From an optimization exercise on the open Yosys and OpenROAD flow, aimed at small area; shortcuts taken in it are not production practice.
Only simulation tests tie the RTL to the original design; equivalence was not proved.
No driver is modelled on the clock port, so clocking that relies on it looks cheaper here than on a real chip.
Power figures rest on the tool's default switching activity, not on a simulated workload.

File: design/flow/config.mk
export PLATFORM = sky130hd
export DESIGN_NAME = elevator
export DESIGN_NICKNAME = elevator
export VERILOG_FILES = /design/flow/design.v
export SDC_FILE = /design/flow/constraint.sdc
export NUM_CORES = 4
export LEC_CHECK = 0
export CAP_MARGIN = 20
export CORE_MARGIN = 2
export CORE_UTILIZATION = 85
export PLACE_DENSITY = 0.92
export SLEW_MARGIN = 20
File: design/flow/constraint.sdc
create_clock -name core_clock -period 10.0 [get_ports {clk}]
set_input_delay 2.0000 -clock core_clock [delete_from_list [all_inputs] [get_ports {clk}]]
set_output_delay 2.0000 -clock core_clock [all_outputs]
set_load 0.01 [all_outputs]
File: design/flow/design.v
module frequency_divider(clk_1KHz,rst,col,en_100Hz,en2,en2_dd);
	input clk_1KHz,rst;
	input [3:0] col;
	output en_100Hz,en2,en2_dd;
	reg [2:0] a, b;
	function [2:0] inc5;  
		input [2:0] v;
		case (v)
		3'd0: inc5 = 3'd1;
		3'd1: inc5 = 3'd2;
		3'd2: inc5 = 3'd3;
		3'd3: inc5 = 3'd4;
		default: inc5 = 3'd0;
		endcase
	endfunction
	wire a4 = (a==3'd4);
	assign en_100Hz = a4 && col[0];                          
	assign en2      = a4 && (b==3'd4) && (col[1:0]==2'd0);   
	assign en2_dd   = (a==3'd1) && (b==3'd0) && (col[1:0]==2'd2);  
	always @ (posedge clk_1KHz)
		if (!rst) begin a<=3'd0; b<=3'd0; end
		else begin
			a<=inc5(a);
			if (a4) b<=inc5(b);
		end
endmodule
module keyboard_shake(clk,rst_n,en,F_IN,F_OUT);
input clk,rst_n,en,F_IN;
output F_OUT;
reg [1:0]state;
assign F_OUT = !(state[1] && !state[0]);
always @ (posedge clk)
begin
	if (!rst_n) state<=2'b00;
	else if (en)
	begin
		if (F_IN == 1'b0) state<={state[1]|state[0], !state[1]};
		else state<=2'b00;
	end
end
endmodule
module floor(Fin_1up,Fin_2up,Fin_3up,Fin_2dn,Fin_3dn,Fin_4dn,
Fin_1,Fin_2,Fin_3,Fin_4,clk_1KHz,rst_n,c_floor,drc,Fout_1up,Fout_2up,Fout_3up,Fout_2dn,Fout_3dn,Fout_4dn,
Fout_1,Fout_2,Fout_3,Fout_4,arrival,door,lock,err,full);
input lock,err,full;
input Fin_1up,Fin_2up,Fin_3up;
input Fin_2dn,Fin_3dn,Fin_4dn;
input Fin_1,Fin_2,Fin_3,Fin_4;
input clk_1KHz,rst_n;
input [1:0]c_floor,drc;
output Fout_1up,Fout_2up,Fout_3up,Fout_2dn,Fout_3dn,Fout_4dn,Fout_1,Fout_2,Fout_3,Fout_4;
output reg arrival,door;
reg [2:0] up_n;
reg [3:1] dn_n;
reg [3:0] car_n;
assign {Fout_3up,Fout_2up,Fout_1up} = up_n;
assign {Fout_4dn,Fout_3dn,Fout_2dn} = dn_n;
assign {Fout_4,Fout_3,Fout_2,Fout_1} = car_n;
wire [2:0] kup = ~{Fin_3up,Fin_2up,Fin_1up};
wire [3:1] kdn = ~{Fin_4dn,Fin_3dn,Fin_2dn};
wire [3:0] kcar = ~{Fin_4,Fin_3,Fin_2,Fin_1};
localparam [12:0] X0 = 13'd586;
reg [12:0] x;
reg c0_open;
wire x_1000 = x[0] & !x[2] & !x[5] & !x[6] & !x[7] & !x[8] & !x[9];                             
wire x_5000 = !x[0] & x[1] & x[3] & !x[4] & x[5] & !x[6] & x[8] & !x[9] & !x[11] & !x[12];  
wire [12:0] x_next = {x[11:0], !(x[12]^x[9])};
localparam [9:0] K0 = 10'd761;
reg [9:0] cnt_k [0:3];
wire [3:0] expd;  
wire ck_hold = rst_n & err;   
genvar g;
generate for (g=0; g<4; g=g+1) begin : ck
	wire low9 = &cnt_k[g][8:0];
	assign expd[g] = low9 & cnt_k[g][9];
	wire shift = rst_n & !err & kcar[g];
	wire load = !(ck_hold | shift);    
	wire [9:0] sh = {cnt_k[g][8:0], !(cnt_k[g][9]^cnt_k[g][6]) | low9};
	always @ (posedge clk_1KHz)
		cnt_k[g] <= ({10{ck_hold}} & cnt_k[g]) | ({10{shift}} & sh) | ({10{load}} & K0);
end endgenerate
wire [3:0] at = 4'b0001 << c_floor;
wire [2:0] sup = at[2:0] & {3{drc!=2'b10}};
wire [3:1] sdn = at[3:1] & {3{drc!=2'b01}};
wire [3:0] scar = at;
wire any_s = |(sup & ~up_n) | |(sdn & ~dn_n) | |(scar & ~car_n);
wire car_here = |(at & ~car_n);
wire c0_run = !(c0_open && x_5000);
reg [2:0] clr_up_hi, clr_up_lo;
reg [3:1] clr_dn_hi, clr_dn_lo;
reg [3:0] clr_car_hi, clr_car_lo;  
reg cond;
always @*
begin
	clr_up_hi = 0; clr_up_lo = 0; clr_dn_hi = 0; clr_dn_lo = 0; clr_car_hi = 0; clr_car_lo = 0;
	cond = lock || drc==2'b00 || !arrival;
	if (full) begin
		clr_car_lo = (lock && car_here) ? at : 4'b0;
		clr_car_hi = (!arrival && c0_run && car_here) ? at : 4'b0;
	end else if (cond) begin
		if (arrival) begin
			if (any_s) begin clr_up_lo = sup; clr_dn_lo = sdn; clr_car_lo = scar; end
		end else if (c0_run && any_s) begin
			clr_up_hi = sup; clr_dn_hi = sdn; clr_car_hi = scar;
		end
	end
end
wire match = full ? car_here : any_s;
always @ (posedge clk_1KHz)
begin
if (!rst_n)
	begin
	up_n<=3'b111; dn_n<=3'b111; car_n<=4'b1111;
	arrival<=1; door<=1;
	end
else if (err)
	begin
	up_n<=3'b111; dn_n<=3'b111; car_n<=4'b1110;
	if (c_floor==2'b00) door<=0; else begin arrival<=1; door<=1; end
	end
else
	begin
	up_n <= clr_up_hi | (~kup & (up_n | clr_up_lo));
	dn_n <= clr_dn_hi | (~kdn & (dn_n | clr_dn_lo));
	car_n <= clr_car_hi | (kcar & expd) | (~kcar & (car_n | clr_car_lo));
	if (!arrival) begin
		if (c0_run) begin
			if (!match && c0_open) door <= 0;
		end else begin
			door <= 1; arrival <= 1;
		end
	end else if (full ? (lock && car_here) : (cond && any_s))
		arrival <= 0;
	end
end
wire x_run = rst_n & !err & !arrival;
wire x_hold = rst_n & (err | arrival);
wire x_restart = c0_run & ((match & c0_open) | (!c0_open & x_1000));
wire x_step = x_run & c0_run & !x_restart;
wire x_load = !(x_hold | x_step);
always @ (posedge clk_1KHz)
begin
	x <= ({13{x_hold}} & x) | ({13{x_step}} & x_next) | ({13{x_load}} & X0);
	c0_open <= (x_hold & c0_open) | (x_run & (x_restart | (c0_run & c0_open)));
end
endmodule
module state(Fin_1up,Fin_2up,Fin_3up,Fin_2dn,Fin_3dn,Fin_4dn,Fin_1,Fin_2,Fin_3,Fin_4,clk_1KHz,rst_n,c_floor,drc,t_floor,full,arrival);
input full,arrival;
input Fin_1up,Fin_2up,Fin_3up;
input Fin_2dn,Fin_3dn,Fin_4dn;
input Fin_1,Fin_2,Fin_3,Fin_4;
input [1:0]c_floor;
input clk_1KHz,rst_n;
output reg [1:0]drc; 
output reg [1:0]t_floor; 
wire [3:0] car = ~{Fin_4,Fin_3,Fin_2,Fin_1};
wire [3:0] hup = full ? 4'b0 : ~{1'b1,Fin_3up,Fin_2up,Fin_1up};
wire [3:0] hdn = full ? 4'b0 : ~{Fin_4dn,Fin_3dn,Fin_2dn,1'b1};
wire [3:0] req = car | hup | hdn;
wire [3:0] at = 4'b0001 << c_floor;
wire [3:0] above = {at[2]|at[1]|at[0], at[1]|at[0], at[0], 1'b0};
wire [3:0] below = {1'b0, at[3], at[3]|at[2], at[3]|at[2]|at[1]};
wire car_a = |(car & above), car_h = |(car & at), car_b = |(car & below);
wire dn_a = |(hdn & above), dn_hb = |(hdn & ~above);
wire up_ha = |(hup & ~below), up_b = |(hup & below);
wire go_up = car_a | (!car_h & !car_b & (dn_a | (!dn_hb & up_ha)));
wire go_dn = !car_a & !car_h & (car_b | (!dn_a & (dn_hb | (!up_ha & up_b))));
wire [3:0] ra = req & above, rb = req & below;
wire up_any = |ra, dn_any = |rb;
wire [1:0] up_t = ra[1] ? 2'd1 : ra[2] ? 2'd2 : 2'd3;
wire [1:0] dn_t = rb[2] ? 2'd2 : rb[1] ? 2'd1 : 2'd0;
always @ (posedge clk_1KHz)
begin
if (!rst_n) begin drc<=2'b00; t_floor<=2'b00; end
else case (drc)
	2'b00: drc <= {go_dn, go_up};
	2'b01: if (up_any) t_floor <= up_t;
	       else begin t_floor <= c_floor; if (full || arrival) drc <= 2'b00; end
	2'b10: if (dn_any) t_floor <= dn_t;
	       else begin t_floor <= c_floor; if (full || arrival) drc <= 2'b00; end
	default: drc <= 2'b00;
	endcase
end
endmodule
module motor_12(t_floor,clk_1KHz,rst_n,arrival,c_floor,lock,c_floor_delay,c_floor_dd);
input [1:0]t_floor;
output reg [1:0]c_floor;
output lock;
output reg [1:0]c_floor_delay;
output reg [1:0]c_floor_dd;
input clk_1KHz,rst_n,arrival;
localparam [11:0] S = 12'd3967;
reg [11:0]cnt_3;
wire run = arrival && (c_floor!=t_floor);
wire t_end = cnt_3[0] & !cnt_3[2] & cnt_3[3] & cnt_3[4] & !cnt_3[5] & cnt_3[6] & cnt_3[8] & !cnt_3[9] & !cnt_3[10];
wire step = run && t_end;
always @ (posedge clk_1KHz)
begin
if (!rst_n) cnt_3<=S;
else if (run && !t_end) cnt_3<={cnt_3[10:0], !(cnt_3[11]^cnt_3[10])};
else cnt_3<=S;
end
always @ (posedge clk_1KHz)
	begin
	if (!rst_n) c_floor<=2'b00;
	else if (step)
	begin
	if (c_floor<t_floor) c_floor<={c_floor[1]^c_floor[0], !c_floor[0]};
	else c_floor<={c_floor[1]^!c_floor[0], !c_floor[0]};
	end
	end
assign lock = (c_floor_delay!=c_floor_dd);
always @ (posedge clk_1KHz)
begin
	if (!rst_n) begin c_floor_delay<=2'b10; c_floor_dd<=2'b10; end
	else begin
	c_floor_delay <= {!c_floor[0], c_floor[1]^c_floor[0]};
	c_floor_dd <= c_floor_delay;
	end
end
endmodule
module dot_matrix_ev(Fin_1up,Fin_2up,Fin_3up,Fin_2dn,Fin_3dn,Fin_4dn,Fin_1,Fin_2,Fin_3,Fin_4,drc,clk,rst_n,row,col,door,c_floor_dd,err,en2,en2_dd);
input door,err,en2,en2_dd;
input Fin_1up,Fin_2up,Fin_3up;
input Fin_2dn,Fin_3dn,Fin_4dn;
input Fin_1,Fin_2,Fin_3,Fin_4;
input [1:0]drc,c_floor_dd;
input clk,rst_n;
output reg [15:0] row;
output reg [3:0] col;
reg rst_d;           
reg [1:0] m_d,m_dd;  
reg [1:0] cnt_d;     
reg door_s;          
reg [9:0] lamps;     
wire [1:0] m = {!err & (drc[1] | drc[0]), err | drc[0]};
always @(posedge clk)
begin
	rst_d <= !rst_n;
	m_d <= m;
	m_dd <= m_d;
	if (en2) door_s <= door;
end
wire l_hold = rst_n & !en2, l_load = rst_n & en2;
always @(posedge clk)
	lamps <= ({10{l_hold}} & lamps) | ({10{l_load}} & ~{Fin_4dn,Fin_3up,Fin_3dn,Fin_2up,Fin_2dn,Fin_1up,Fin_4,Fin_3,Fin_2,Fin_1});
always @(posedge clk)
begin
	if (!rst_n) cnt_d<=2'b00;
	else begin
	if (en2_dd) begin
	if (door_s==0)
		case (cnt_d)
		2'b00:cnt_d<=2'b01;
		2'b01:cnt_d<=2'b10;
		default:cnt_d<=2'b11;
		endcase
	else
		case (cnt_d)
		2'b11:cnt_d<=2'b10;
		2'b10:cnt_d<=2'b01;
		default:cnt_d<=2'b00;
		endcase
	end
	end
end
always @(posedge clk)
	if (!rst_n) col<=4'b1111;
	else col<={col[3]^(&col[2:0]), col[2]^(&col[1:0]), col[1]^col[0], !col[0]};
wire [7:0] c_is = 8'b1 << col[2:0];
wire [3:0] m_is = {m_dd==2'b01, m_dd==2'b10, m_dd==2'b11, m_dd==2'b00};  
wire [3:0] f_is = {c_floor_dd==2'b00, c_floor_dd==2'b11, c_floor_dd==2'b01, c_floor_dd==2'b10};  
wire [7:0] sym;
assign sym[0] = (m_is[1] & (c_is[4])) | (m_is[2] & (c_is[4])) | (m_is[3] & (c_is[7]));
assign sym[1] = (m_is[1] & (c_is[4])) | (m_is[2] & (c_is[3] | c_is[4] | c_is[5])) | (m_is[3] & (c_is[1] | c_is[6]));
assign sym[2] = (m_is[1] & (c_is[4])) | (m_is[2] & (c_is[2] | c_is[4] | c_is[6])) | (m_is[3] & (c_is[2] | c_is[5]));
assign sym[3] = (m_is[0] & (c_is[1] | c_is[2] | c_is[3] | c_is[4] | c_is[5] | c_is[6])) | (m_is[1] & (c_is[4])) | (m_is[2] & (c_is[1] | c_is[4] | c_is[7])) | (m_is[3] & (c_is[3] | c_is[4]));
assign sym[4] = (m_is[0] & (c_is[1] | c_is[2] | c_is[3] | c_is[4] | c_is[5] | c_is[6])) | (m_is[1] & (c_is[1] | c_is[4] | c_is[7])) | (m_is[2] & (c_is[4])) | (m_is[3] & (c_is[3] | c_is[4]));
assign sym[5] = (m_is[1] & (c_is[2] | c_is[4] | c_is[6])) | (m_is[2] & (c_is[4])) | (m_is[3] & (c_is[2] | c_is[5]));
assign sym[6] = (m_is[1] & (c_is[3] | c_is[4] | c_is[5])) | (m_is[2] & (c_is[4])) | (m_is[3] & (c_is[1] | c_is[6]));
assign sym[7] = (m_is[1] & (c_is[4])) | (m_is[2] & (c_is[4])) | (m_is[3] & (c_is[7]));
wire [7:0] dig;
assign dig[0] = (f_is[2] & (c_is[3] | c_is[4] | c_is[5])) | (f_is[3] & (c_is[5]));
assign dig[1] = (f_is[0] & (c_is[2] | c_is[3] | c_is[4])) | (f_is[1] & (c_is[2] | c_is[3] | c_is[4] | c_is[5] | c_is[6])) | (f_is[2] & (c_is[2] | c_is[6])) | (f_is[3] & (c_is[5]));
assign dig[2] = (f_is[0] & (c_is[3])) | (f_is[1] & (c_is[3])) | (f_is[2] & (c_is[6])) | (f_is[3] & (c_is[1] | c_is[2] | c_is[3] | c_is[4] | c_is[5] | c_is[6]));
assign dig[3] = (f_is[0] & (c_is[3])) | (f_is[1] & (c_is[4])) | (f_is[2] & (c_is[4] | c_is[5])) | (f_is[3] & (c_is[2] | c_is[5]));
assign dig[4] = (f_is[0] & (c_is[3])) | (f_is[1] & (c_is[5])) | (f_is[2] & (c_is[6])) | (f_is[3] & (c_is[3] | c_is[5]));
assign dig[5] = (f_is[0] & (c_is[2] | c_is[3])) | (f_is[1] & (c_is[2] | c_is[6])) | (f_is[2] & (c_is[2] | c_is[6])) | (f_is[3] & (c_is[4] | c_is[5]));
assign dig[6] = (f_is[0] & (c_is[3])) | (f_is[1] & (c_is[3] | c_is[4] | c_is[5])) | (f_is[2] & (c_is[3] | c_is[4] | c_is[5])) | (f_is[3] & (c_is[5]));
assign dig[7] = 1'b0;
wire [1:0] d = col[2] ? ~col[1:0] : col[1:0];
wire open = (d[1] & cnt_d[1]) | ((d[1] | cnt_d[1]) & d[0] & cnt_d[0]);
wire lit = !rst_d;           
wire mid = lit & !open;
wire c0 = (col[2:0]==3'd0);  
wire [15:0] lamp_row = {2'b00,lamps[9:4],4'b0000,lamps[3:0]};
wire [15:0] door_row = {lit,{14{mid}},lit};
always @*
	row = ({16{col[3]}} & door_row) | ({16{!col[3]}} & ({dig,sym} | ({16{c0}} & lamp_row)));
endmodule
module elevator(
  input  clk,
  input  rst_n,
  input  Fin_1up, Fin_2up, Fin_3up,
  input  Fin_2dn, Fin_3dn, Fin_4dn,
  input  Fin_1, Fin_2, Fin_3, Fin_4,
  input  full,
  input  err,
  output [15:0] row,
  output [3:0]  col,
  output [1:0]  c_floor,
  output [1:0]  drc,
  output        door,
  output [9:0]  req_n
);
  wire en_100Hz, en2, en2_dd;
  wire [1:0] c_floor_delay, c_floor_dd;
  wire [9:0] key_n;
  wire [1:0] t_floor;
  wire lock, arrival;
  wire Fout_1up, Fout_2up, Fout_3up, Fout_2dn, Fout_3dn, Fout_4dn, Fout_1, Fout_2, Fout_3, Fout_4;
  frequency_divider inst13(.clk_1KHz(clk), .rst(rst_n), .col(col), .en_100Hz(en_100Hz), .en2(en2), .en2_dd(en2_dd));
  keyboard_shake sh0(.clk(clk), .rst_n(rst_n), .en(en_100Hz), .F_IN(Fin_1up), .F_OUT(key_n[0]));
  keyboard_shake sh1(.clk(clk), .rst_n(rst_n), .en(en_100Hz), .F_IN(Fin_2up), .F_OUT(key_n[1]));
  keyboard_shake sh2(.clk(clk), .rst_n(rst_n), .en(en_100Hz), .F_IN(Fin_3up), .F_OUT(key_n[2]));
  keyboard_shake sh3(.clk(clk), .rst_n(rst_n), .en(en_100Hz), .F_IN(Fin_2dn), .F_OUT(key_n[3]));
  keyboard_shake sh4(.clk(clk), .rst_n(rst_n), .en(en_100Hz), .F_IN(Fin_3dn), .F_OUT(key_n[4]));
  keyboard_shake sh5(.clk(clk), .rst_n(rst_n), .en(en_100Hz), .F_IN(Fin_4dn), .F_OUT(key_n[5]));
  keyboard_shake sh6(.clk(clk), .rst_n(rst_n), .en(en_100Hz), .F_IN(Fin_1),   .F_OUT(key_n[6]));
  keyboard_shake sh7(.clk(clk), .rst_n(rst_n), .en(en_100Hz), .F_IN(Fin_2),   .F_OUT(key_n[7]));
  keyboard_shake sh8(.clk(clk), .rst_n(rst_n), .en(en_100Hz), .F_IN(Fin_3),   .F_OUT(key_n[8]));
  keyboard_shake sh9(.clk(clk), .rst_n(rst_n), .en(en_100Hz), .F_IN(Fin_4),   .F_OUT(key_n[9]));
  floor inst(.Fin_1up(key_n[0]), .Fin_2up(key_n[1]), .Fin_3up(key_n[2]),
             .Fin_2dn(key_n[3]), .Fin_3dn(key_n[4]), .Fin_4dn(key_n[5]),
             .Fin_1(key_n[6]), .Fin_2(key_n[7]), .Fin_3(key_n[8]), .Fin_4(key_n[9]),
             .clk_1KHz(clk), .rst_n(rst_n), .c_floor(c_floor), .drc(drc),
             .Fout_1up(Fout_1up), .Fout_2up(Fout_2up), .Fout_3up(Fout_3up),
             .Fout_2dn(Fout_2dn), .Fout_3dn(Fout_3dn), .Fout_4dn(Fout_4dn),
             .Fout_1(Fout_1), .Fout_2(Fout_2), .Fout_3(Fout_3), .Fout_4(Fout_4),
             .arrival(arrival), .door(door), .lock(lock), .err(err), .full(full));
  state inst2(.Fin_1up(Fout_1up), .Fin_2up(Fout_2up), .Fin_3up(Fout_3up),
              .Fin_2dn(Fout_2dn), .Fin_3dn(Fout_3dn), .Fin_4dn(Fout_4dn),
              .Fin_1(Fout_1), .Fin_2(Fout_2), .Fin_3(Fout_3), .Fin_4(Fout_4),
              .clk_1KHz(clk), .rst_n(rst_n), .c_floor(c_floor), .drc(drc), .t_floor(t_floor),
              .full(full), .arrival(arrival));
  motor_12 inst1(.t_floor(t_floor), .clk_1KHz(clk), .rst_n(rst_n), .arrival(arrival),
                 .c_floor(c_floor), .lock(lock),
                 .c_floor_delay(c_floor_delay), .c_floor_dd(c_floor_dd));
  dot_matrix_ev inst4(.Fin_1up(Fout_1up), .Fin_2up(Fout_2up), .Fin_3up(Fout_3up),
                      .Fin_2dn(Fout_2dn), .Fin_3dn(Fout_3dn), .Fin_4dn(Fout_4dn),
                      .Fin_1(Fout_1), .Fin_2(Fout_2), .Fin_3(Fout_3), .Fin_4(Fout_4),
                      .drc(drc), .clk(clk), .rst_n(rst_n), .row(row), .col(col),
                      .door(door), .c_floor_dd(c_floor_dd), .err(err), .en2(en2), .en2_dd(en2_dd));
  assign req_n = {Fout_4, Fout_3, Fout_2, Fout_1, Fout_4dn, Fout_3dn, Fout_2dn, Fout_3up, Fout_2up, Fout_1up};
endmodule
File: design/flow/flow/run.sh
#!/bin/bash
# Own layout flow: the standard layout (standard.sh) with these changes to
# how the layout is made:
#  - the standard synthesis runs unchanged (standard.sh synth); then only its
#    combinational logic is re-mapped for area (flow/remap.sh, ABC with
#    flow/remap.abc). The registers keep their instances, names and cell
#    types. flow/eqcheck.sh proves the re-mapped netlist equal to the standard
#    one; if that proof fails, the standard netlist is kept.
#  - the port buffers are buf_1 cells (buffer_ports -buffer_cell),
#  - after floorplanning every combinational cell is set to its smallest drive
#    strength (flow/downsize.tcl); repair_design sizes up what needs it,
#  - the clock tree is a root inverter and 8 leaf inverters, each driving an equal
#    share of the registers (flow/clocktree.tcl, run before CTS); TritonCTS is
#    then pointed at the clock port net only, which it leaves alone.
# Logs: synth.log and standard.log (make), remap.log and eqcheck.log (yosys);
# each ORFS step's tool log stays under orfs/logs.
set -euo pipefail
here=$(pwd)
export BUFFER_PORTS_ARGS="-buffer_cell sky130_fd_sc_hd__buf_1"
export POST_FLOORPLAN_TCL="$here/flow/downsize.tcl"
export PRE_CTS_TCL="$here/flow/clocktree.tcl"
export CLK_TREE_LEAVES=8
export CLK_TREE_LEAF_BUF=sky130_fd_sc_hd__inv_8
export CLK_TREE_ROOT_BUF=sky130_fd_sc_hd__inv_4
export CTS_ARGS="-clk_nets clk -dont_use_dummy_load -buf_list sky130_fd_sc_hd__clkbuf_8"

bash standard.sh synth > "$here/synth.log" 2>&1
res="$here/orfs/results/$FLOW_PLATFORM/elevator/base"
cp "$res/1_2_yosys.v" "$here/standard_1_2_yosys.v"
if bash flow/remap.sh "$here/standard_1_2_yosys.v" "$here/remapped_1_2_yosys.v" "$here/remap.log" \
   && bash flow/eqcheck.sh "$here/standard_1_2_yosys.v" "$here/remapped_1_2_yosys.v" "$here/eqcheck.log"; then
  sleep 1
  cp "$here/remapped_1_2_yosys.v" "$res/1_2_yosys.v"
  touch "$res/1_2_yosys.v"
  echo "remapped netlist in use" >> "$here/synth.log"
else
  echo "remap or its proof failed: standard netlist kept" >> "$here/synth.log"
fi
bash standard.sh > "$here/standard.log" 2>&1
File: design/flow/flow/clocktree.tcl
# A small two-level clock tree, built instead of TritonCTS's H-tree: the clock
# port drives one root buffer, which drives CLK_TREE_LEAVES leaf buffers, each
# driving an equal share of the registers (recursive median cuts of the
# register positions). Buffers sit at the centre of what they drive. The
# root and leaf cells may be buffers or inverters (two inversions).
set block [ord::get_db_block]
set db [ord::get_db]
set nleaf 8
if { [info exists ::env(CLK_TREE_LEAVES)] } { set nleaf $::env(CLK_TREE_LEAVES) }
set leafname sky130_fd_sc_hd__clkbuf_8
if { [info exists ::env(CLK_TREE_LEAF_BUF)] } { set leafname $::env(CLK_TREE_LEAF_BUF) }
set rootname sky130_fd_sc_hd__clkbuf_16
if { [info exists ::env(CLK_TREE_ROOT_BUF)] } { set rootname $::env(CLK_TREE_ROOT_BUF) }

set clknet [[$block findBTerm clk] getNet]
set pts {}
foreach it [$clknet getITerms] {
  set bb [[$it getInst] getBBox]
  lappend pts [list [expr {([$bb xMin]+[$bb xMax])/2}] [expr {([$bb yMin]+[$bb yMax])/2}] $it]
}
set npins [llength $pts]

# split a point list into k groups of near-equal size by median cuts
proc ct_split { pts k } {
  if { $k <= 1 } { return [list $pts] }
  set xs [lsort -integer -index 0 $pts]
  set ys [lsort -integer -index 1 $pts]
  set dx [expr {[lindex $xs end 0] - [lindex $xs 0 0]}]
  set dy [expr {[lindex $ys end 1] - [lindex $ys 0 1]}]
  set s [expr {$dx >= $dy ? $xs : $ys}]
  set k1 [expr {$k / 2}]
  set n1 [expr {int(round(double([llength $s]) * $k1 / $k))}]
  return [concat [ct_split [lrange $s 0 [expr {$n1 - 1}]] $k1] \
                 [ct_split [lrange $s $n1 end] [expr {$k - $k1}]]]
}
proc ct_centre { pts } {
  set sx 0; set sy 0
  foreach p $pts { incr sx [lindex $p 0]; incr sy [lindex $p 1] }
  set n [llength $pts]
  return [list [expr {$sx / $n}] [expr {$sy / $n}]]
}
proc ct_buffer { block master name c innet outname } {
  set inst [odb::dbInst_create $block $master $name]
  $inst setLocation [expr {[lindex $c 0] - [$master getWidth]/2}] [expr {[lindex $c 1] - [$master getHeight]/2}]
  $inst setPlacementStatus PLACED
  set net [odb::dbNet_create $block $outname]
  $net setSigType CLOCK
  foreach mt [$master getMTerms] {
    if { [$mt getSigType] ne "SIGNAL" } { continue }
    if { [$mt getIoType] eq "OUTPUT" } { [$inst findITerm [$mt getName]] connect $net
    } else { [$inst findITerm [$mt getName]] connect $innet }
  }
  return $net
}

set groups [ct_split $pts $nleaf]
set rootnet [ct_buffer $block [$db findMaster $rootname] clkroot_buf [ct_centre $pts] $clknet clkroot_net]
set k 0
foreach g $groups {
  set net [ct_buffer $block [$db findMaster $leafname] clkleaf_buf_$k [ct_centre $g] $rootnet clkleaf_net_$k]
  foreach p $g {
    set it [lindex $p 2]
    $it disconnect
    $it connect $net
  }
  incr k
}
puts "clocktree: root $rootname, $nleaf $leafname leaves, $npins clock pins"
File: design/flow/flow/downsize.tcl
# Give every combinational cell the smallest drive strength of its kind (same
# function, same base name); repair_design later sizes up what needs it.
set block [ord::get_db_block]
set db [ord::get_db]
set dont_use {}
if { [info exists ::env(DONT_USE_CELLS)] } { set dont_use $::env(DONT_USE_CELLS) }
proc ds_usable { name dont_use } {
  foreach p $dont_use { if { [string match $p $name] } { return 0 } }
  return 1
}
set n 0
set saved 0.0
foreach inst [$block getInsts] {
  set m [$inst getMaster]
  set name [$m getName]
  if { [$m getType] ne "CORE" } { continue }
  if { ![regexp {^(sky130_fd_sc_hd__[a-z0-9]+)_([0-9]+)$} $name -> base drive] } { continue }
  if { [regexp {^sky130_fd_sc_hd__(df|edf|sdf|dl|tap|fill|decap|conb|clk)} $name] } { continue }
  set best $m
  set barea [expr { [$m getWidth] * [$m getHeight] }]
  foreach d {0 1 2 3 4 6 8 12 16} {
    set cn ${base}_$d
    if { $cn eq $name } { continue }
    set cm [$db findMaster $cn]
    if { $cm eq "NULL" || $cm eq "" } { continue }
    if { ![ds_usable $cn $dont_use] } { continue }
    if { [sta::find_liberty_cell $cn] eq "" } { continue }
    set a [expr { [$cm getWidth] * [$cm getHeight] }]
    if { $a < $barea } { set best $cm; set barea $a }
  }
  if { $best ne $m } {
    set saved [expr { $saved + ([$m getWidth] * [$m getHeight] - $barea) / 1e6 }]
    replace_cell [$inst getName] [$best getName]
    incr n
  }
}
puts "downsize: $n cells made smaller, [format %.1f $saved] um2 saved"
File: design/flow/flow/eqcheck.sh
#!/bin/bash
# Prove that the re-mapped netlist does what the standard synthesis netlist
# does: both are flattened to the library cells' functions, the registers are
# paired by instance name (their D and Q pins), and the logic between them is
# compared (yosys equiv_*).  usage: eqcheck.sh STANDARD.v REMAPPED.v LOG
set -uo pipefail
lib=$FLOW_HOME/platforms/$FLOW_PLATFORM/lib/sky130_fd_sc_hd__tt_025C_1v80.lib
yosys_bin=$FLOW_HOME/../tools/install/yosys/bin/yosys
[[ -x $yosys_bin ]] || yosys_bin=yosys
"$yosys_bin" -l "$3" -q -p "
read_liberty -ignore_miss_func $lib
read_verilog $1
rename $FLOW_TOP gold
read_verilog -overwrite $2
rename $FLOW_TOP gate
hierarchy -check
flatten gold gate
rename -hide gold/w:_* gate/w:_*
opt_clean
equiv_make gold gate eq
hierarchy -top eq
equiv_simple -undef
equiv_induct -undef
equiv_status -assert
"
File: design/flow/flow/remap.abc
strash
&get -n
&fraig -x
&put
scorr
balance -l
resub -K 6 -l
rewrite -l
resub -K 6 -N 2 -l
refactor -l
resub -K 8 -l
balance -l
resub -K 8 -N 2 -l
rewrite -l
resub -K 10 -l
rewrite -z -l
resub -K 10 -N 2 -l
balance -l
resub -K 12 -l
refactor -z -l
resub -K 12 -N 2 -l
rewrite -z -l
balance -l
balance -l
resub -K 6 -l
rewrite -l
resub -K 6 -N 2 -l
refactor -l
resub -K 8 -l
balance -l
resub -K 8 -N 2 -l
rewrite -l
resub -K 10 -l
rewrite -z -l
resub -K 10 -N 2 -l
balance -l
resub -K 12 -l
refactor -z -l
resub -K 12 -N 2 -l
rewrite -z -l
balance -l
&get -n
&deepsyn -T 60
&dch -f
&nf -R 1000
&put
File: design/flow/flow/remap.sh
#!/bin/bash
# Re-map the combinational logic of the standard synthesis netlist for area.
# The registers stay as they are: their cell types are black boxes here, so
# every register keeps its instance, name and cell type; only the logic
# between them is rebuilt (ABC, flow/remap.abc) from the library cells'
# functions.  usage: remap.sh IN.v OUT.v LOG
set -euo pipefail
in=$1; out=$2; log=$3
here=$(cd "$(dirname "$0")" && pwd)
lib=$FLOW_HOME/platforms/$FLOW_PLATFORM/lib/sky130_fd_sc_hd__tt_025C_1v80.lib
yosys_bin=$FLOW_HOME/../tools/install/yosys/bin/yosys
[[ -x $yosys_bin ]] || yosys_bin=yosys
dont=""
for c in probe_p_8 probec_p_8 'lpflow_*'; do dont="$dont -dont_use sky130_fd_sc_hd__$c"; done
seq=$(grep -o 'sky130_fd_sc_hd__[a-z0-9_]*' "$in" | sort -u | grep -E '__(df|edf|sdf|dl)' | tr '\n' ' ')
cat > "$out.ys" <<EOT
read_liberty -ignore_miss_func $lib
blackbox $seq
read_verilog $in
hierarchy -top $FLOW_TOP
flatten
opt_clean -purge
tee -o $out.stat_before stat -liberty $lib
abc -script $here/remap.abc -liberty $lib $dont
opt_clean -purge
read_liberty -lib -overwrite -ignore_miss_func $lib
hilomap -singleton -hicell sky130_fd_sc_hd__conb_1 HI -locell sky130_fd_sc_hd__conb_1 LO
splitnets
rename -hide w:_*_.*
opt_clean -purge
tee -o $out.stat_after stat -liberty $lib
check -assert
write_verilog -noattr -nohex -nodec $out
EOT
"$yosys_bin" -l "$log" -q -s "$out.ys"
File: design/flow/standard.sh
#!/bin/bash
# synth_recipe.tcl (not shown) runs the flow's synth.tcl, then flattens the netlist and writes it again
# the make line also repeats each setting of config.mk as NAME=value (left out here)
make -C /OpenROAD-flow-scripts/flow DESIGN_CONFIG=/design/flow/config.mk WORK_HOME=/design/flow/orfs CLKGATE_MAP_FILE= SYNTH_SCRIPT=/design/flow/synth_recipe.tcl "${@:-finish}"
==> results of run 1 <==
==> run summary, run 1 <==
* Status: aborted with a tool error
* Halt Stage: global placement (3_3_place_gp)
* First Error: [ERROR GPL-0301] Utilization 102.209 % exceeds 100%.
* Port bufs at 48
* Cell Area, Synth at 5400 sq um
* Starting Density at 0.865
* Syn Inst Count at 608
* Mapped Nets at 622
* Mean Syn Cell Area at 8.88 sq um
* Row count at 29
* Ys Warns at 7
* Num ports at 49
* Die Width at 83.7 um
* Chip height at 83.7 um
==> run 2: changes to the inputs <==
--- a/design/flow/flow/remap.sh
+++ b/design/flow/flow/remap.sh
@@ -4,4 +4,5 @@
 # every register keeps its instance, name and cell type; only the logic
-# between them is rebuilt (ABC, flow/remap.abc) from the library cells'
-# functions.  usage: remap.sh IN.v OUT.v LOG
+# between them is rebuilt by ABC (flow/remap.abc) from the library cells'
+# functions. ABC's &deepsyn is run with four seeds in parallel and the
+# smallest result is kept.  usage: remap.sh IN.v OUT.v LOG
 set -euo pipefail
@@ -15,3 +16,5 @@
 seq=$(grep -o 'sky130_fd_sc_hd__[a-z0-9_]*' "$in" | sort -u | grep -E '__(df|edf|sdf|dl)' | tr '\n' ' ')
-cat > "$out.ys" <<EOT
+for s in 1 2 3 4; do
+  sed "s/^&deepsyn .*/\&deepsyn -T 60 -S $s/" "$here/remap.abc" > "$out.$s.abc"
+  cat > "$out.$s.ys" <<EOT
 read_liberty -ignore_miss_func $lib
@@ -22,4 +25,4 @@
 opt_clean -purge
-tee -o $out.stat_before stat -liberty $lib
-abc -script $here/remap.abc -liberty $lib $dont
+tee -o $out.$s.stat_before stat -liberty $lib
+abc -script $out.$s.abc -liberty $lib $dont
 opt_clean -purge
@@ -30,6 +33,18 @@
 opt_clean -purge
-tee -o $out.stat_after stat -liberty $lib
+tee -o $out.$s.stat_after stat -liberty $lib
 check -assert
-write_verilog -noattr -nohex -nodec $out
+write_verilog -noattr -nohex -nodec $out.$s
 EOT
-"$yosys_bin" -l "$log" -q -s "$out.ys"
+  "$yosys_bin" -l "$log.$s" -q -s "$out.$s.ys" > /dev/null 2>&1 &
+done
+wait
+best=""; barea=""
+for s in 1 2 3 4; do
+  [[ -s $out.$s ]] || continue
+  a=$(awk '/Chip area/ {print $NF}' "$out.$s.stat_after")
+  echo "seed $s: area $a" >> "$log"
+  if [[ -z $best ]] || awk -v a="$a" -v b="$barea" 'BEGIN {exit !(a < b)}'; then best=$s; barea=$a; fi
+done
+[[ -n $best ]] || { echo "no re-mapped netlist" >> "$log"; exit 1; }
+echo "kept seed $best (area $barea)" >> "$log"
+cp "$out.$best" "$out"
--- a/design/flow/config.mk
+++ b/design/flow/config.mk
@@ -9,4 +9,4 @@
 export CORE_MARGIN = 2
-export CORE_UTILIZATION = 85
-export PLACE_DENSITY = 0.92
+export CORE_UTILIZATION = 65
+export PLACE_DENSITY = 0.8
 export SLEW_MARGIN = 20
==> run 2 against run 1 <==
Compared with the run above: the run now finishes clean; synthesized area down 0.63%; synthesized cell count down 3.9%.
==> run summary, run 2 <==
* Status: no timing/DRC/antenna violations
* Fin. max-slew vios at 0
* Row count at 33
* Crit-path slowest cell: dfxtp_1
* Via count at 5949
* Crit path kind: register to output port
* Vias in the first global route at 5997
* Wirelength per Cell at 20.5 um
* Initial antenna violation count at 0
* Cts hold-fix bufs at 0
* Total power at 0.00238 W
* Antenna Violating Nets Remaining at 0
* Die area at 9000 sq um
* Max FFs per register at 40
* GRT overflow at 0
* Layout cell share with drive strength beyond 1 at 0.191
* Cell Chain, Critical Path: xor2_1 -> a21oi_1 -> o21ai_0 -> o31a_1 -> nand2_1 -> a22o_1 -> buf_1
* Most common cell after layout, fill and taps aside: inv_8
* Met3 Usage GRT at 0.132
* Layout Nets at 797
* Pin count of the biggest net entering global routing at 30
* M1 GR Usage at 0.432
* Slew @ Worst Pin at 1.02 ns
* Resized cells post-CTS at 0
* Worst setup path end: row[8]
* Peak VDD IR at 0.534 mV
* Die Width at 94.9 um
* Most frequent cells in the layout: 136 x inv_8, 135 x dfxtp_1, 76 x nand2_1, 48 x buf_1, 45 x nor2_1
* Clk slew on worst S/H paths at 0.06 ns
* Ys Warns at 7
* CORE AREA at 8090 sq um
* GPL Wtd Cong at 0.938
* Reg2Reg Setup Slack at 6.81 ns
* RR Startpoint: inst1.c_floor[1]$_SDFFE_PN0P_
* Fmax at 200 MHz
* Mean Syn Cell Area at 9.19 sq um
* Place WS at 5.64 ns
* Worst EP arrival at 2.99 ns
* Avg Vias per Cell at 6.71
* Chip height at 94.9 um
* Antenna diode count at 0
* Critical path startpoint: inst4.col[1]$_SDFF_PN1_
* Post-DP HPWL at 9070 um
* Busiest grt layer: met2
* Min setup slack post-route at 5.01 ns
* Critical Path RT at 8.00 ns
* Setup TNS at 0 ns
* Leak at 2.81 nW
* Global routing met2 resource utilization at 0.690
* Min cycle time layout at 4.99 ns
* Clock skew at 0.0423 ns
* DRT iter0 DRCs at 674
* Power per cell area at 325 nW/um^2
* Largest registers: inst.cnt_k: 40 flops, inst.x: 13 flops, inst1.cnt_3: 12 flops
* Hold slack at 0.310 ns
* Worst slew margin at 0.316
* Num ports at 49
* Startpoint types: register
* Cell Area, Synth at 5370 sq um
* Crit path capture type: output port
* Hold Fails Final Rpt at 0
* Max-cap viol count at 0
* Max incr delay on CP at 0.60 ns
* Final setup viols at 0
* Worst r2r dst: inst.dn_n[2]$_SDFF_PP1_
* Mapped Nets at 598
* R2R cell count at 9
* Share of the cycle needed by the critical path after routing at 0.499
* Port bufs at 48
* CTS Buf Count at 3
* RSZ-0062 raised after global routing: false
* Clock Latency Late Sink at 0.73 ns
* Area grow syn2layout at 36.3%
* Wire length of the first global-routing pass at 28600 um
* Starting Density at 0.663
* GRT Resource Usage Total at 0.407
* Postcts setup bufs at 0
* Routed WL at 18200 um
* Syn Inst Count at 584
* Drt first pass iters at 7
* HP Class: register to register
* DRC Markers at 0
* Critical Path Fanout Max at 13
* TritonCTS clock tree: done
* Largest Register: inst.cnt_k
-- run 2: area by class of cell, without the clock buffers --
| class | count | area, sq um |
|---|---|---|
| Tap cell | 105 | 131 |
| Clock inverter | 144 | 1580 |
| Sequential cell | 136 | 2730 |
| Fill cell | 351 | 778 |
| Multi-Input combinational cell | 439 | 2600 |
| Inverter | 9 | 33.8 |
| Timing Repair Buffer | 50 | 195 |
-- run 2: layer usage --
metal  wire (um)  vias to the layer above
met5           0                        -
met1        6250                     2744
met2        8950                      464
met4        1220                        0
met3        1760                      149
li1            -                     2592
-- run 2: worst min path at each step --
stage | from | end | slack (ns) | depth (start not counted)
floorplan | inst4.m_d[0]$_DFF_P_ | inst4.m_dd[0]$_DFF_P_ | 0.31 | 0
global placement | inst4.m_d[0]$_DFF_P_ | inst4.m_dd[0]$_DFF_P_ | 0.31 | 0
detailed placement | inst4.m_d[0]$_DFF_P_ | inst4.m_dd[0]$_DFF_P_ | 0.32 | 0
CTS | inst4.m_d[0]$_DFF_P_ | inst4.m_dd[0]$_DFF_P_ | 0.33 | 0
global route | inst4.m_d[1]$_DFF_P_ | inst4.m_dd[1]$_DFF_P_ | 0.34 | 0
finish | inst4.m_d[0]$_DFF_P_ | inst4.m_dd[0]$_DFF_P_ | 0.31 | 0
-- run 2: metrics by stage --
step,cell area (sq um),instances,utilization
floorplan,5370,584,-
global placement,5690,739,0.703
detailed placement,5690,739,0.703
CTS,7310,886,0.904
global route,7310,886,0.904
finish,7310,886,0.904
-- run 2: worst max-delay path, delay by kind of cell, from the launching register on --
| family | cells | cell delay [ns] |
|---|---|---|
| and+or+nand+nor | 1 | 0.08 |
| buffers and inverters | 1 | 0.12 |
| DFF | 1 | 0.60 |
| xor gates and xnor gates | 1 | 0.39 |
| AOI/OAI and AO/OA | 4 | 1.10 |
-- run 2: power by group --
part / switching (W) / leakage, nW / internal, W
registers: 0.0000185 / 1.10 / 0.000553
logic: 0.0000515 / 0.825 / 0.0000260
clock network: 0.00108 / 0.880 / 0.000653
==> run 3: changes to the inputs <==
--- a/design/flow/flow/run.sh
+++ b/design/flow/flow/run.sh
@@ -11,3 +11,3 @@
 #    strength (flow/downsize.tcl); repair_design sizes up what needs it,
-#  - the clock tree is a root inverter and 8 leaf inverters, each driving an equal
+#  - the clock tree is a root buffer and 8 leaf buffers, each driving an equal
 #    share of the registers (flow/clocktree.tcl, run before CTS); TritonCTS is
@@ -22,4 +22,4 @@
 export CLK_TREE_LEAVES=8
-export CLK_TREE_LEAF_BUF=sky130_fd_sc_hd__inv_8
-export CLK_TREE_ROOT_BUF=sky130_fd_sc_hd__inv_4
+export CLK_TREE_LEAF_BUF=sky130_fd_sc_hd__clkbuf_8
+export CLK_TREE_ROOT_BUF=sky130_fd_sc_hd__clkbuf_8
 export CTS_ARGS="-clk_nets clk -dont_use_dummy_load -buf_list sky130_fd_sc_hd__clkbuf_8"
==> run 3 against run 2 <==
Compared with the run above: highest routed layer unchanged; synthesized cell count unchanged; synthesized area unchanged; global-route usage down 13 points; critical path depth did not move; die area did not move; total power shrank 63%; still clean; sequential power is essentially flat; largest cell class unchanged.
==> run summary, run 3 <==
* Row count at 33
* Crit path kind: register to output port
* DR WL met2 at 6050 um
* Postcts setup bufs at 0
* Clock Latency Late Sink at 0.38 ns
* Critical Path RT at 8.00 ns
* Min cycle time layout at 4.68 ns
* Post-Place Cells at 739
* Cts hold-fix bufs at 0
* Hold Fails Final Rpt at 0
* RR Startpoint: inst1.c_floor[1]$_SDFFE_PN0P_
* Starting Density at 0.663
* Critical Path Fanout Max at 13
* Area of the multi-input gates at 2600 sq um
* Die area at 9000 sq um
* Ys Warns at 7
* Power per cell area at 151 nW/um^2
* GRT Resource Usage Total at 0.278
* Number of fillers in the final layout at 653
* GPL Wtd Cong at 0.938
* Hold path depth at 0
* Crit-path slowest cell: dfxtp_1
* Startpoint types: register
* Max layer used: met4
* Mapped Nets at 598
* Status: no timing/DRC/antenna violations
* Share of the cycle needed by the critical path after routing at 0.468
* Setup TNS at 0 ns
* Chip height at 94.9 um
* Layout Nets at 659
* Fin cells at 748
* Clock skew at 0.00993 ns
* Peak VDD IR at 0.136 mV
* Largest registers: inst.cnt_k: 40 flops, inst.x: 13 flops, inst1.cnt_3: 12 flops
* Layout Utilization at 0.719
* HP Class: register to register
* Worst r2r dst: inst.dn_n[2]$_SDFF_PP1_
* Num ports at 49
* Port bufs at 48
* Fin. max-slew vios at 0
* Wirelength per Cell at 16.6 um
* GRT overflow at 0
* Combinational share of power at 0.084
* DRT iter0 DRCs at 260
* Die Width at 94.9 um
* Leak at 1.99 nW
* Seq pwr share at 0.650
* Layout cell share with drive strength beyond 1 at 0.0171
* Most common cell after layout, fill and taps aside: dfxtp_1
* Met3 WL post-DR at 733 um
* CORE AREA at 8090 sq um
* Area grow syn2layout at 8.40%
* Worst setup path end: row[8]
* Worst slew margin at 0.334
* Total power at 0.000878 W
* Syn Inst Count at 584
* Fmax at 214 MHz
* Crit path capture type: output port
* Clk network pwr share at 0.266
* Max FFs per register at 40
* Cell Area, Synth at 5370 sq um
* DRC Markers at 0
* Pin count of the biggest net entering global routing at 30
* Worst EP arrival at 2.68 ns
* Initial antenna violation count at 0
* R2R cell count at 9
* Clk slew on worst S/H paths at 0.10 ns
* Final setup viols at 0
* Internal power at 0.000660 W
* Avg Vias per Cell at 6.26
* Register area at 2730 sq um
* Reg2Reg Setup Slack at 7.10 ns
* Mean Syn Cell Area at 9.19 sq um
* Critical path startpoint: inst4.col[1]$_SDFF_PN1_
* Largest Register: inst.cnt_k
* Met1 WL at 5410 um
* Antenna Violating Nets Remaining at 0
* Max incr delay on CP at 0.61 ns
* Wire length of the first global-routing pass at 20500 um
* Resized cells post-CTS at 0
* Max-cap viol count at 0
* RSZ-0062 raised after global routing: false
* P_sw at 0.000217 W
* Vias in the first global route at 4321
* Post-DP HPWL at 9070 um
* Slew @ Worst Pin at 0.996 ns
* Drt first pass iters at 5
* Via count at 4682
* Antenna diode count at 0
* Most frequent cells in the layout: 135 x dfxtp_1, 76 x nand2_1, 48 x buf_1, 45 x nor2_1, 40 x o21ai_0
* Cell Chain, Critical Path: xor2_1 -> a21oi_1 -> o21ai_0 -> o31a_1 -> nand2_1 -> a22o_1 -> buf_1
* Switching share of total power at 0.248
* Routed WL at 12400 um
==> run 3: critical path, delay by kind of cell (launching register included) <==
family                    cells  cell delay, ns
DFF                           1            0.61
xor gates and xnor gates      1            0.40
buffers and inverters         1            0.12
and+or+nand+nor               1            0.08
AOI/OAI and AO/OA             4            1.09
==> run 3: final cells by class <==
type	instances	area share
sequential	136	0.470
timing repair buffer	50	0.0336
buffer	9	0.0213
inverter	9	0.00581
tap	105	0.0226
multi-input combinational	439	0.447
==> run 3: power by group through the flow <==
| stage | registers, W | clock network [W] | logic (W) |
|---|---|---|---|
| floorplan | 0.000579 | 0 | 0.0000476 |
| global placement | 0.000581 | 0 | 0.0000716 |
| detailed placement | 0.000583 | 0 | 0.0000726 |
| CTS | 0.000583 | 0.000176 | 0.0000728 |
| global route | 0.000573 | 0.000260 | 0.0000818 |
| finish | 0.000570 | 0.000234 | 0.0000737 |
==> run 3: worst min path at each step <==
stage / slack [ns] / from / endpoint
2_1_floorplan: 0.31 / inst4.m_d[0]$_DFF_P_ / inst4.m_dd[0]$_DFF_P_
3_5_place_dp: 0.32 / inst4.m_d[0]$_DFF_P_ / inst4.m_dd[0]$_DFF_P_
5_1_grt: 0.34 / inst4.m_d[0]$_DFF_P_ / inst4.m_dd[0]$_DFF_P_
3_3_place_gp: 0.31 / inst4.m_d[0]$_DFF_P_ / inst4.m_dd[0]$_DFF_P_
4_1_cts: 0.32 / inst4.m_d[0]$_DFF_P_ / inst4.m_dd[0]$_DFF_P_
6_report: 0.34 / inst4.m_d[0]$_DFF_P_ / inst4.m_dd[0]$_DFF_P_
==> run 3: through the flow <==
stage                     setup WS (ns)  hold slack (ns)  area [sq um]
after floorplan                    6.15            0.310          5370
after global placement             5.76            0.312          5690
after detailed placement           5.64            0.316          5690
after CTS                          5.64            0.316          5820
after global routing               5.17            0.343          5820
final                              5.32            0.335          5820
==> run 3: per-layer routing <==
layer | vias to the layer above | global-route usage
li1 | 2288 | -
met1 | 2219 | 0.376
met2 | 150 | 0.486
met3 | 25 | 0.0239
met4 | 0 | 0.0592
met5 | - | 0
==> run 4: changes to the inputs <==
--- a/design/flow/flow/remap.sh
+++ b/design/flow/flow/remap.sh
@@ -17,3 +17,3 @@
 for s in 1 2 3 4; do
-  sed "s/^&deepsyn .*/\&deepsyn -T 60 -S $s/" "$here/remap.abc" > "$out.$s.abc"
+  sed "s/^&deepsyn .*/\&deepsyn -T 120 -S $s/" "$here/remap.abc" > "$out.$s.abc"
   cat > "$out.$s.ys" <<EOT
==> run 4 against run 3 <==
Compared with the run above: synthesized area rose by 0.12%; register-to-register slack worse by 0.03 ns; critical path depth increased by 2; design area hardly changed; worst setup slack got worse by 0.053 ns; die area up 0.12%; via count up 1.3%; combinational power is essentially flat; sequential power down 1%; utilization hardly changed; hold slack improved by 0.0010 ns; highest routed layer unchanged; clock skew decreased by 0.00090 ns.
==> run summary, run 4 <==
* Starting Density at 0.664
* Slew @ Worst Pin at 1.00 ns
* GRT overflow at 0
* Via count at 4742
* Avg Vias per Cell at 6.17
* Combinational share of power at 0.085
* Global routing met2 resource utilization at 0.497
* Crit path kind: register to output port
* HP Class: register to register
* Routed WL at 12500 um
* GRT Resource Usage Total at 0.277
* Max-cap viol count at 0
* Worst slew margin at 0.330
* Clock Latency Late Sink at 0.38 ns
* Critical Path Fanout Max at 14
* Wire length of the first global-routing pass at 20400 um
* Die Width at 94.9 um
* R2R cell count at 10
* Wirelength per Cell at 16.3 um
* Hold Fails Final Rpt at 0
* Met3 Usage GRT at 0.0263
* Port bufs at 48
* Fin. max-slew vios at 0
* Hold path depth at 0
* Clock skew at 0.00903 ns
* Layout cell share with drive strength beyond 1 at 0.0151
* M1 GR Usage at 0.358
* Busiest grt layer: met2
* Die area at 9010 sq um
* Peak VDD IR at 0.132 mV
* Resized cells post-CTS at 0
* Clk slew on worst S/H paths at 0.10 ns
* P_sw at 0.000211 W
* Post-DP HPWL at 9190 um
* Fin cells at 768
* Syn Inst Count at 605
* Postcts setup bufs at 0
* Most common cell after layout, fill and taps aside: dfxtp_1
* Drt first pass iters at 5
* DRC Markers at 0
* Antenna Violating Nets Remaining at 0
* Internal power at 0.000655 W
* Status: no timing/DRC/antenna violations
* Worst EP arrival at 2.73 ns
* Largest Register: inst.cnt_k
* Seq pwr share at 0.648
* Mapped Nets at 619
* GPL Wtd Cong at 0.925
* Chip height at 94.9 um
* Pin count of the biggest net entering global routing at 30
* Ys Warns at 7
* Max FFs per register at 40
* Min cycle time layout at 4.73 ns
* Most frequent cells in the layout: 135 x dfxtp_1, 85 x nand2_1, 52 x o21ai_0, 52 x nor2_1, 51 x a21oi_1
* CORE AREA at 8090 sq um
* Hold EP: inst4.m_dd[1]$_DFF_P_
* Antenna diode count at 0
* Cts hold-fix bufs at 0
* Vias in the first global route at 4413
* Hold path startpoint: inst4.m_d[1]$_DFF_P_
* Leak at 2.01 nW
* RR Startpoint: inst1.c_floor[1]$_SDFFE_PN0P_
* Share of the cycle needed by the critical path after routing at 0.473
* Cell Area, Synth at 5370 sq um
* Power per cell area at 149 nW/um^2
* Post-Place Cells at 759
* Clk network pwr share at 0.267
* Layout Nets at 679
* Setup TNS at 0 ns
* DP Area at 5690 sq um
* DRT iter0 DRCs at 327
* Row count at 33
* Num ports at 49
* Switching share of total power at 0.244
* Reg2Reg Setup Slack at 7.07 ns
* Fmax at 211 MHz
* Hold slack at 0.336 ns
* Worst r2r dst: inst.dn_n[3]$_SDFF_PP1_
* Crit path capture type: output port
* Cell area after layout at 5810 sq um
* Initial antenna violation count at 0
* Final setup viols at 0
* Critical Path RT at 8.00 ns
* Startpoint types: register
* Area grow syn2layout at 8.25%
* Largest registers: inst.cnt_k: 40 flops, inst.x: 13 flops, inst1.cnt_3: 12 flops
* RSZ-0062 raised after global routing: false
* Mean Syn Cell Area at 8.88 sq um
==> run 4: worst max path at each step <==
stage,endpoint,slack [ns],from
after floorplan,row[8],6.05,inst4.col[0]$_SDFF_PN1_
after global placement,inst.x[10]$_DFF_P_,5.79,rst_n
after detailed placement,inst.x[8]$_DFF_P_,5.68,rst_n
after CTS,inst.x[12]$_DFF_P_,5.66,rst_n
after global routing,row[11],5.06,inst4.col[0]$_SDFF_PN1_
final,row[11],5.27,inst4.col[0]$_SDFF_PN1_
==> run 4: cell type report <==
class / count / area, sq um
plain buffers: 9 / 124
inverters: 12 / 45.0
flip-flops and latches: 136 / 2730
fillers: 663 / 2280
well taps: 105 / 131
multi-input cells: 457 / 2590
repair buffers: 49 / 188
==> run 4: power by group through the flow <==
stage                     registers (W)  clock network (W)   logic, W
final                          0.000562           0.000232  0.0000736
after global routing           0.000563           0.000256  0.0000818
after CTS                      0.000574           0.000176  0.0000729
after detailed placement       0.000574                  0  0.0000726
after global placement         0.000573                  0  0.0000708
after floorplan                0.000571                  0  0.0000459
==> run 4: per-layer routing <==
| layer | vias to the layer above | wire [um] |
|---|---|---|
| li1 | 2329 | - |
| met4 | 0 | 282 |
| met3 | 27 | 694 |
| met5 | - | 0 |
| met2 | 169 | 6120 |
| met1 | 2217 | 5440 |
==> run 4: worst max-delay path, cell delays in order (launching register included) <==
cell     delay [ns]
dfxtp_1        0.63
or2_0          0.28
and2_0         0.25
a21oi_1        0.10
o21a_1         0.23
a31oi_1        0.26
o21ai_0        0.22
a21oi_1        0.17
a31oi_1        0.06
buf_1          0.16
==> run 4: metrics by stage <==
step / power [W] / util / setup slack [ns]
after floorplan: 0.000617 / - / 6.05
final: 0.000867 / 0.718 / 5.27
after detailed placement: 0.000646 / 0.703 / 5.68
after CTS: 0.000822 / 0.718 / 5.66
after global placement: 0.000644 / 0.703 / 5.79
after global routing: 0.000901 / 0.718 / 5.06
==> run 5: changes to the inputs <==
--- a/design/flow/flow/run.sh
+++ b/design/flow/flow/run.sh
@@ -11,3 +11,3 @@
 #    strength (flow/downsize.tcl); repair_design sizes up what needs it,
-#  - the clock tree is a root buffer and 8 leaf buffers, each driving an equal
+#  - the clock tree is 4 buffers driven by the clock port, each driving an equal
 #    share of the registers (flow/clocktree.tcl, run before CTS); TritonCTS is
@@ -21,5 +21,5 @@
 export PRE_CTS_TCL="$here/flow/clocktree.tcl"
-export CLK_TREE_LEAVES=8
-export CLK_TREE_LEAF_BUF=sky130_fd_sc_hd__clkbuf_8
-export CLK_TREE_ROOT_BUF=sky130_fd_sc_hd__clkbuf_8
+export CLK_TREE_LEAVES=4
+export CLK_TREE_LEAF_BUF=sky130_fd_sc_hd__clkbuf_16
+export CLK_TREE_ROOT_BUF=none
 export CTS_ARGS="-clk_nets clk -dont_use_dummy_load -buf_list sky130_fd_sc_hd__clkbuf_8"
--- a/design/flow/flow/clocktree.tcl
+++ b/design/flow/flow/clocktree.tcl
@@ -1,6 +1 @@
-# A small two-level clock tree, built instead of TritonCTS's H-tree: the clock
-# port drives one root buffer, which drives CLK_TREE_LEAVES leaf buffers, each
-# driving an equal share of the registers (recursive median cuts of the
-# register positions). Buffers sit at the centre of what they drive. The
-# root and leaf cells may be buffers or inverters (two inversions).
 set block [ord::get_db_block]
@@ -56,3 +51,7 @@
 set groups [ct_split $pts $nleaf]
-set rootnet [ct_buffer $block [$db findMaster $rootname] clkroot_buf [ct_centre $pts] $clknet clkroot_net]
+if { $rootname eq "none" } {
+  set rootnet $clknet
+} else {
+  set rootnet [ct_buffer $block [$db findMaster $rootname] clkroot_buf [ct_centre $pts] $clknet clkroot_net]
+}
 set k 0
@@ -68 +67,3 @@
 puts "clocktree: root $rootname, $nleaf $leafname leaves, $npins clock pins"
+# TritonCTS, which runs next, is told to leave the clock port's net alone
+set_cts_config -skip_nets [$clknet getName]
--- a/design/flow/flow/remap.sh
+++ b/design/flow/flow/remap.sh
@@ -17,3 +17,3 @@
 for s in 1 2 3 4; do
-  sed "s/^&deepsyn .*/\&deepsyn -T 120 -S $s/" "$here/remap.abc" > "$out.$s.abc"
+  sed "s/^&deepsyn .*/\&deepsyn -T 60 -S $s/" "$here/remap.abc" > "$out.$s.abc"
   cat > "$out.$s.ys" <<EOT
==> run 5 against run 4 <==
Compared with the run above: wire length down 1.1%; clock skew increased by 0.00080 ns; maximum frequency rose by 5.6%; hold slack improved by 0.0030 ns; still clean on timing, DRC and antenna; clock power decreased by 12%; global-route usage fell by 0.11 points; worst setup slack better by 0.25 ns; utilization fell by 0.28 points.
==> run summary, run 5 <==
* Crit path capture type: output port
* Seq pwr share at 0.671
* Crit path kind: register to output port
* Fin cells at 743
* Postcts setup bufs at 0
* Cts hold-fix bufs at 0
* Num ports at 49
* Worst EP arrival at 2.48 ns
* Layout cell share with drive strength beyond 1 at 0.00940
* Antenna Violating Nets Remaining at 0
* Combinational share of power at 0.087
* Clk slew on worst S/H paths at 0.12 ns
* Layout Nets at 654
* Leak at 1.98 nW
* R2R cell count at 9
* Starting Density at 0.663
* Port bufs at 48
* Share of the cycle needed by the critical path after routing at 0.448
* HP Class: register to register
* Pin count of the biggest net entering global routing at 35
* Drt first pass iters at 5
* GPL Wtd Cong at 0.938
* Final setup viols at 0
* Power per cell area at 147 nW/um^2
* Fin. max-slew vios at 0
* Slew @ Worst Pin at 0.978 ns
* Post-Place Cells at 739
* Internal power at 0.000654 W
* CORE AREA at 8090 sq um
* Vias in the first global route at 4231
* Number of fillers in the final layout at 651
* Most common cell after layout, fill and taps aside: dfxtp_1
* DRC Markers at 0
* Clk network pwr share at 0.242
* Mapped Nets at 598
* RSZ-0062 raised after global routing: false
* Peak VDD IR at 0.149 mV
* Row count at 33
* P_sw at 0.000196 W
* Syn Inst Count at 584
* Startpoint types: register
* Die area at 9000 sq um
* Clock skew at 0.00983 ns
* Die Width at 94.9 um
* Total power at 0.000850 W
* Initial antenna violation count at 0
* Via count at 4644
* Critical Path RT at 8.00 ns
* GRT overflow at 0
* Status: no timing/DRC/antenna violations
* Post-DP HPWL at 9070 um
* Chip height at 94.9 um
* Routed WL at 12400 um
* Ys Warns at 7
* Wire length of the first global-routing pass at 20400 um
* GRT Resource Usage Total at 0.276
* Setup TNS at 0 ns
* Resized cells post-CTS at 0
* Avg Vias per Cell at 6.25
* Wirelength per Cell at 16.7 um
* Mean Syn Cell Area at 9.19 sq um
* Max FFs per register at 40
* Hold path depth at 0
* DRT iter0 DRCs at 275
* Hold Fails Final Rpt at 0
* Largest Register: inst.cnt_k
* Worst slew margin at 0.346
* Largest registers: inst.cnt_k: 40 flops, inst.x: 13 flops, inst1.cnt_3: 12 flops
* Most frequent cells in the layout: 135 x dfxtp_1, 76 x nand2_1, 48 x buf_1, 45 x nor2_1, 40 x o21ai_0
* Max-cap viol count at 0
* Area grow syn2layout at 7.95%
* Critical Path Fanout Max at 13
* Antenna diode count at 0
* Min cycle time layout at 4.48 ns
* Switching share of total power at 0.230
* Cell Area, Synth at 5370 sq um
* Clock Latency Late Sink at 0.18 ns
* Fmax at 223 MHz
[run 5: power groups by stage]
| stage | sequential (W) | clock (W) | combinational [W] |
|---|---|---|---|
| global placement | 0.000581 | 0 | 0.0000716 |
| global route | 0.000573 | 0.000227 | 0.0000819 |
| floorplan | 0.000579 | 0 | 0.0000476 |
| finish | 0.000571 | 0.000205 | 0.0000737 |
| CTS | 0.000583 | 0.000156 | 0.0000729 |
| detailed placement | 0.000583 | 0 | 0.0000726 |
[run 5: worst max-delay path, cell delays in order (launching register included)]
cell     delay, ns
dfxtp_1       0.61
xor2_1        0.39
a21oi_1       0.07
o21ai_0       0.56
o31a_1        0.29
nand2_1       0.08
a22o_1        0.17
buf_1         0.12
[run 5: area by class of cell]
| class | count | area [sq um] | area share |
|---|---|---|---|
| tap | 105 | 131 | 0.0227 |
| multi-input combinational | 439 | 2600 | 0.449 |
| inverter | 9 | 33.8 | 0.00583 |
| timing repair buffer | 50 | 195 | 0.0337 |
| buffer | 4 | 100 | 0.0173 |
| sequential | 136 | 2730 | 0.472 |
[run 5: final timing paths]
path / from / to / slack (ns)
worst max-delay path: inst4.col[1]$_SDFF_PN1_ / row[8] / 5.52
worst min-delay path: inst4.m_d[0]$_DFF_P_ / inst4.m_dd[0]$_DFF_P_ / 0.34
worst max register to register: inst1.c_floor[1]$_SDFFE_PN0P_ / inst.up_n[2]$_SDFF_PP1_ / 7.07
worst min register to register: inst4.m_d[0]$_DFF_P_ / inst4.m_dd[0]$_DFF_P_ / 0.34
[run 5: layer usage]
metal / global-route usage / wire length, um / vias to the layer above
met5: 0 / 0 / -
met4: 0.0447 / 157 / 0
met3: 0.0160 / 666 / 17
met2: 0.492 / 6170 / 137
met1: 0.378 / 5400 / 2214
li1: - / - / 2276
[run 5: through the flow]
step / utilization / area [sq um] / hold slack, ns / setup WS (ns)
floorplan: - / 5370 / 0.310 / 6.15
global placement: 0.703 / 5690 / 0.312 / 5.76
detailed placement: 0.703 / 5690 / 0.316 / 5.64
CTS: 0.716 / 5790 / 0.316 / 5.64
global route: 0.716 / 5790 / 0.346 / 5.39
finish: 0.716 / 5790 / 0.339 / 5.52

[separate check: timing with driven ports]
Ports are ideal in the flow. The routed layouts listed here were re-timed in OpenROAD.
Step 1 sets driving cells, clkbuf_16 on the clock port and buf_2 on the other inputs (assumed; they add their load-dependent delay and slew).
Step 2 times the ports against the registers' clock, not the clock port: input delays grow and output delays shrink by t, the midpoint of the rising clock arrivals with the driver on.
Three values: no drivers, after step 1, after step 2; two values: the first two.
| run | t, ns | setup slack, ns | hold WS [ns] |
|---|---|---|---|
| run 2 | 0.746 | 5.006 / 4.970 / 5.313 | 0.310 / 0.310 / 0.310 |
| run 3 | 0.407 | 5.318 / 5.289 / 5.613 | 0.335 / 0.335 / 0.335 |
| run 4 | 0.410 | 5.266 / 5.234 / 5.581 | 0.336 / 0.336 / 0.336 |
| run 5 | 0.255 | 5.516 / 5.437 / 5.616 | 0.339 / 0.339 / 0.339 |
After both steps setup and hold are still met in every run listed.
